From an optimization exercise on the open Yosys and OpenROAD flow, aimed at small area and a short achievable clock period; shortcuts taken in it are not production practice.

Setup of rev 12:
==> module alu_rcs, before the edit <==
module alu_rcs #(parameter W = 2) (x, y, dif, nb);
  input  [W-1:0] x, y;
  output [W-1:0] dif;
  output         nb;
  wire [W:0] c;
  wire [W-1:0] yn = ~y;
  assign c[0] = 1'b1;
  genvar i;
  generate for (i = 0; i < W; i = i + 1) begin : bit_
    assign c[i+1] = (x[i] & yn[i]) | ((x[i] | yn[i]) & c[i]);
  end endgenerate
  assign dif = x ^ yn ^ c[W-1:0];
  assign nb = c[W];
endmodule
export LEC_CHECK = 0
export ABC_AREA = 1
export CAP_MARGIN = 20
export CORE_MARGIN = 2
export CORE_UTILIZATION = 40
export SETUP_SLACK_MARGIN = 5
export SLEW_MARGIN = 20
export TNS_END_PERCENT = 0
create_clock -name core_clock -period 11.0 [get_ports {clk}]
standard.sh (not shown) runs the stock make flow with config.mk's settings and CLKGATE_MAP_FILE= SYNTH_SCRIPT=/design/flow/synth_recipe.tcl, a recipe that flattens the netlist after the stock synthesis.
==> flow/flow/run.sh <==
#!/bin/bash
set -euo pipefail
sed -e 's/SETUP_SLACK_MARGIN=[-0-9.]*/SETUP_SLACK_MARGIN=$MARGIN/' standard.sh > margin.sh
bash standard.sh synth > make_synth.log 2>&1
MARGIN=8 bash margin.sh > make_finish.log 2>&1
In summary, rev 12 completed successfully, with a layout that passed the timing, design-rule and antenna checks.
### rev 12 -> rev 13
--- a/flow/design.v
+++ b/flow/design.v
@@ -22,21 +22,33 @@
 
 `timescale 1ns / 1ps
 module alu_rcs #(parameter W = 2) (x, y, dif, nb);
   input  [W-1:0] x, y;
   output [W-1:0] dif;
   output         nb;
-  wire [W:0] c;
+  localparam L = (W <= 1) ? 1 : $clog2(W);
   wire [W-1:0] yn = ~y;
-  assign c[0] = 1'b1;
-  genvar i;
-  generate for (i = 0; i < W; i = i + 1) begin : bit_
-    assign c[i+1] = (x[i] & yn[i]) | ((x[i] | yn[i]) & c[i]);
+  wire [W-1:0] g [0:L];
+  wire [W-1:0] p [0:L];
+  assign g[0] = (x & yn) | {{(W-1){1'b0}}, x[0] | yn[0]};
+  assign p[0] = x | yn;
+  genvar l, i;
+  generate for (l = 0; l < L; l = l + 1) begin : lvl
+    for (i = 0; i < W; i = i + 1) begin : bit_
+      if ((i >> l) & 1) begin : join_
+        localparam integer J = ((i >> l) << l) - 1;
+        assign g[l+1][i] = g[l][i] | (p[l][i] & g[l][J]);
+        assign p[l+1][i] = p[l][i] & p[l][J];
+      end else begin : pass_
+        assign g[l+1][i] = g[l][i];
+        assign p[l+1][i] = p[l][i];
+      end
+    end
   end endgenerate
-  assign dif = x ^ yn ^ c[W-1:0];
-  assign nb = c[W];
+  assign dif = x ^ yn ^ {g[L][W-2:0], 1'b1};
+  assign nb = g[L][W-1];
 endmodule
 module alu_div4_step #(parameter W = 2) (t, d1, d2, d3, hz1, hz2, hz3, q, r);
   input  [W-1:0] t, d1, d2, d3;
   input          hz1, hz2, hz3;
   output [1:0]   q;
   output [W-1:0] r;
--- outcome ---
Against rev 12 as the reference, rev 13 delivers a higher synthesized cell count.
Delta (rev 13 minus rev 12): post-synthesis to final-layout area growth increased by 0.72 points relative to the old numbers; total wire length after detailed routing now larger; detailed-route vias per instance shows a reduction of 0.050.
Number of max-slew violations in the final report: rev 13 vs rev 12 identical
Delta (rev 13 minus rev 12): remaining antenna violation count after routing shows no meaningful change; buffer count excluding the clock tree in the final layout shows an increase of 1; utilization shows no meaningful change; total non-filler cell area in the finished layout shows an increase of 10%.
Maximum VDD drop grows by more than 10% when moving from rev 12 to rev 13.
[diff] wire length of the first global-routing pass, rev 13 relative to rev 12: regression
Compare rev 13 and rev 12 | worst hold slack lower: rev 13
Against rev 12, maximum clock frequency in rev 13 rose by more than 10%.
No run of this note included a check of the RTL's function; only the layout flow was run.

---

Another version of the RTL of alu_reg (not shown whole).
For scale: roughly 730 cells after synthesis, ~29 flip-flops, ~30 I/O pins, roughly 0.0051 mm2 of cells after synthesis.
==> module alu_rca, before the edit <==
module alu_rca #(parameter W = 2) (x, y, sum, co);
  input  [W-1:0] x, y;
  output [W-1:0] sum;
  output         co;
  wire [W:0] c;
  assign c[0] = 1'b0;
  genvar i;
  generate for (i = 0; i < W; i = i + 1) begin : bit_
    assign c[i+1] = (x[i] & y[i]) | ((x[i] | y[i]) & c[i]);
  end endgenerate
  assign sum = x ^ y ^ c[W-1:0];
  assign co = c[W];
endmodule
==> module alu_div4_step, before the edit <==
module alu_div4_step #(parameter W = 2) (t, n1, n2, n3, hz1, hz2, hz3, q, r);
  input  [W-1:0] t, n1, n2, n3;
  input          hz1, hz2, hz3;
  output [1:0]   q;
  output [W-1:0] r;
  wire [W-1:0] y1, y2, y3;
  wire c1, c2, c3;
  alu_rca #(W) u1 (.x(t), .y(n1), .sum(y1), .co(c1));
  alu_rca #(W) u2 (.x(t), .y(n2), .sum(y2), .co(c2));
  alu_rca #(W) u3 (.x(t), .y(n3), .sum(y3), .co(c3));
  wire ge1 = hz1 & c1;
  wire ge2 = hz2 & c2;
  wire ge3 = hz3 & c3;
  assign q = {ge2, ge3 | (ge1 & ~ge2)};
  assign r = ge3 ? y3 : ge2 ? y2 : ge1 ? y1 : t;
endmodule
==> module alu_8_bits, before the edit <==
module alu_8_bits(s, cout, mode, a, b);
  input [7:0] a, b;
  input [3:0] mode;
  output [7:0] s;
  output cout;
  wire [15:0] m = 16'd1 << mode;
  wire sub = m[1] | m[14];
  wire [7:0] bb = b ^ {8{sub}};
  wire [7:0] p = a ^ bb;
  wire [8:0] c;
  assign c[0] = sub;
  genvar j;
  generate for (j = 0; j < 8; j = j + 1) begin : add_
    assign c[j+1] = (a[j] & bb[j]) | (p[j] & c[j]);
  end endgenerate
  wire [8:0] sum = {c[8] ^ sub, p ^ c[7:0]};
  wire eq = ~|p;
  wire gt = c[8] & ~&p;
  wire [7:0] g = a & b;
  wire G = m[8] | m[9] | m[11] | m[12];
  wire P = m[9] | m[10] | m[11] | m[13];
  wire inv = m[11] | m[12] | m[13];
  wire lg = m[8] | m[9] | m[10] | inv;
  wire [7:0] f = ((g & {8{G}}) | (p & {8{P}})) ^ {8{inv}};
  wire [8:0] prod = a * b;
  wire [9:0] b3 = {2'b0, b} + {1'b0, b, 1'b0};
  wire [7:0] n1 = ~b + 8'd1;
  wire [7:0] n2 = {n1[6:0], 1'b0};
  wire [7:0] n3 = ~b3[7:0] + 8'd1;
  wire [1:0] qa, qb, qc, qd;
  wire [1:0] ra; wire [3:0] rb; wire [5:0] rc; wire [7:0] rd;
  alu_div4_step #(2) d3s (.t(a[7:6]), .n1(n1[1:0]), .n2(n2[1:0]), .n3(n3[1:0]),
    .hz1(b[7:2] == 0), .hz2(b[7:1] == 0), .hz3(b3[9:2] == 0), .q(qa), .r(ra));
  alu_div4_step #(4) d2s (.t({ra, a[5:4]}), .n1(n1[3:0]), .n2(n2[3:0]), .n3(n3[3:0]),
    .hz1(b[7:4] == 0), .hz2(b[7:3] == 0), .hz3(b3[9:4] == 0), .q(qb), .r(rb));
  alu_div4_step #(6) d1s (.t({rb, a[3:2]}), .n1(n1[5:0]), .n2(n2[5:0]), .n3(n3[5:0]),
    .hz1(b[7:6] == 0), .hz2(b[7:5] == 0), .hz3(b3[9:6] == 0), .q(qc), .r(rc));
  alu_div4_step #(8) d0s (.t({rc, a[1:0]}), .n1(n1[7:0]), .n2(n2[7:0]), .n3(n3[7:0]),
    .hz1(1'b1), .hz2(~b[7]), .hz3(b3[9:8] == 0), .q(qd), .r(rd));
  wire [7:0] quo = {qa, qb, qc, qd} & {8{|b}};
  wire ar  = m[0] | m[1];
  wire shl = m[4] | m[6];
  wire shr = m[5] | m[7];
  assign s = (sum[7:0] & {8{ar}}) | (prod[7:0] & {8{m[2]}}) | (quo & {8{m[3]}})
           | (f & {8{lg}}) | ({a[6:0], 1'b0} & {8{shl}}) | ({1'b0, a[7:1]} & {8{shr}})
           | {7'd0, (m[6] & a[7]) | (m[14] & gt) | (m[15] & eq)} | {m[7] & a[0], 7'd0};
  assign cout = (ar & sum[8]) | (m[2] & prod[8]) | (m[4] & a[7]) | inv;
endmodule
export LEC_CHECK = 0
export ABC_AREA = 1
export CAP_MARGIN = 20
export CORE_MARGIN = 2
export CORE_UTILIZATION = 40
export SLEW_MARGIN = 20
create_clock -name core_clock -period 11.0 [get_ports {clk}]
run.sh (not shown) runs the stock make flow with config.mk's settings and CLKGATE_MAP_FILE= SYNTH_SCRIPT=/design/flow/synth_recipe.tcl, a recipe that flattens the netlist after the stock synthesis.
Stock flow here: none of the scripts above is used.
Change:
==> flow/design.v (replaced) <==
module alu_reg (
  input clk,
  input [7:0] a,
  input [7:0] b,
  input [3:0] mode,
  output reg [7:0] s,
  output reg cout
);
  reg [7:0] a_q, b_q;
  reg [3:0] mode_q;
  wire [7:0] s_w;
  wire cout_w;
  alu_8_bits alu (.s(s_w), .cout(cout_w), .mode(mode_q), .a(a_q), .b(b_q));
  always @(posedge clk) begin
    a_q <= a;
    b_q <= b;
    mode_q <= mode;
    s <= s_w;
    cout <= cout_w;
  end
endmodule

`timescale 1ns / 1ps
module alu_div4_step #(parameter W = 2) (t, d1, d2, d3, hz1, hz2, hz3, q, r);
  input  [W-1:0] t, d1, d2, d3;
  input          hz1, hz2, hz3;
  output [1:0]   q;
  output [W-1:0] r;
  wire [W:0] y1 = {1'b0, t} - {1'b0, d1};
  wire [W:0] y2 = {1'b0, t} - {1'b0, d2};
  wire [W:0] y3 = {1'b0, t} - {1'b0, d3};
  wire ge1 = hz1 & ~y1[W];
  wire ge2 = hz2 & ~y2[W];
  wire ge3 = hz3 & ~y3[W];
  assign q = {ge2, ge3 | (ge1 & ~ge2)};
  assign r = ge3 ? y3[W-1:0] : ge2 ? y2[W-1:0] : ge1 ? y1[W-1:0] : t;
endmodule
module alu_8_bits(s, cout, mode, a, b);
  input [7:0] a, b;
  input [3:0] mode;
  output [7:0] s;
  output cout;
  wire [15:0] m = 16'd1 << mode;
  wire sub = m[1] | m[14];
  wire [7:0] bb = b ^ {8{sub}};
  wire [7:0] p = a ^ bb;
  wire [8:0] sum0 = {1'b0, a} + {1'b0, bb} + {8'd0, sub};
  wire [8:0] sum = {sum0[8] ^ sub, sum0[7:0]};
  wire eq = ~|p;
  wire gt = sum0[8] & ~&p;
  wire [7:0] g = a & b;
  wire G = m[8] | m[9] | m[11] | m[12];
  wire P = m[9] | m[10] | m[11] | m[13];
  wire inv = m[11] | m[12] | m[13];
  wire lg = m[8] | m[9] | m[10] | inv;
  wire [7:0] f = ((g & {8{G}}) | (p & {8{P}})) ^ {8{inv}};
  wire [8:0] prod = a * b;
  wire [9:0] b3 = {2'b0, b} + {1'b0, b, 1'b0};
  wire [1:0] qa, qb, qc, qd;
  wire [1:0] ra; wire [3:0] rb; wire [5:0] rc; wire [7:0] rd;
  alu_div4_step #(2) d3s (.t(a[7:6]), .d1(b[1:0]), .d2({b[0], 1'b0}), .d3(b3[1:0]),
    .hz1(b[7:2] == 0), .hz2(b[7:1] == 0), .hz3(b3[9:2] == 0), .q(qa), .r(ra));
  alu_div4_step #(4) d2s (.t({ra, a[5:4]}), .d1(b[3:0]), .d2({b[2:0], 1'b0}), .d3(b3[3:0]),
    .hz1(b[7:4] == 0), .hz2(b[7:3] == 0), .hz3(b3[9:4] == 0), .q(qb), .r(rb));
  alu_div4_step #(6) d1s (.t({rb, a[3:2]}), .d1(b[5:0]), .d2({b[4:0], 1'b0}), .d3(b3[5:0]),
    .hz1(b[7:6] == 0), .hz2(b[7:5] == 0), .hz3(b3[9:6] == 0), .q(qc), .r(rc));
  alu_div4_step #(8) d0s (.t({rc, a[1:0]}), .d1(b[7:0]), .d2({b[6:0], 1'b0}), .d3(b3[7:0]),
    .hz1(1'b1), .hz2(~b[7]), .hz3(b3[9:8] == 0), .q(qd), .r(rd));
  wire [7:0] quo = {qa, qb, qc, qd} & {8{|b}};
  wire ar  = m[0] | m[1];
  wire shl = m[4] | m[6];
  wire shr = m[5] | m[7];
  assign s = (sum[7:0] & {8{ar}}) | (prod[7:0] & {8{m[2]}}) | (quo & {8{m[3]}})
           | (f & {8{lg}}) | ({a[6:0], 1'b0} & {8{shl}}) | ({1'b0, a[7:1]} & {8{shr}})
           | {7'd0, (m[6] & a[7]) | (m[14] & gt) | (m[15] & eq)} | {m[7] & a[0], 7'd0};
  assign cout = (ar & sum[8]) | (m[2] & prod[8]) | (m[4] & a[7]) | inv;
endmodule
The changed run ran to the end with no violations.
Worst setup slack loses 6.0 ps.
Non-clock buffer count is unchanged.
First-iteration DRC count is lower by 21%.
Final cell count is higher by 1.9%.
Critical path depth is lower by 6.
Utilization is lower by 0.53 points.
Routed wire length is higher by 2.8%.
Clock-buffer cell count is higher by 1.
No run of this note included a check of the RTL's function; only the layout flow was run.

## re-timing with driven ports
How much do the figures lean on ideal ports? The routed layouts below were timed once more, with nothing changed but the port constraints.
Step 1 assumes that a clkbuf_16 drives the clock port and a buf_2 every other input.
Step 2 moves the port delays by t, midway between the first and last clock arrival at a register: inputs arrive t later, outputs are due t later. That takes back most of the time a late clock gives input paths.
Slacks: ideal / step 1 / step 2; pairs: ideal / step 1.
run | shift t [ns] | setup slack, ns | worst setup path at the end
rev 12 | 0.319 | 5.441 / 5.441 / 5.441 | register to register
rev 13 | 0.325 | 6.319 / 6.319 / 6.319 | register to register
the first run of note 2 | 0.327 | 3.637 / 3.637 / 3.637 | register to register
the second run of note 2 | 0.326 | 3.631 / 3.631 / 3.631 | register to register
After both steps every run listed still meets setup and hold.
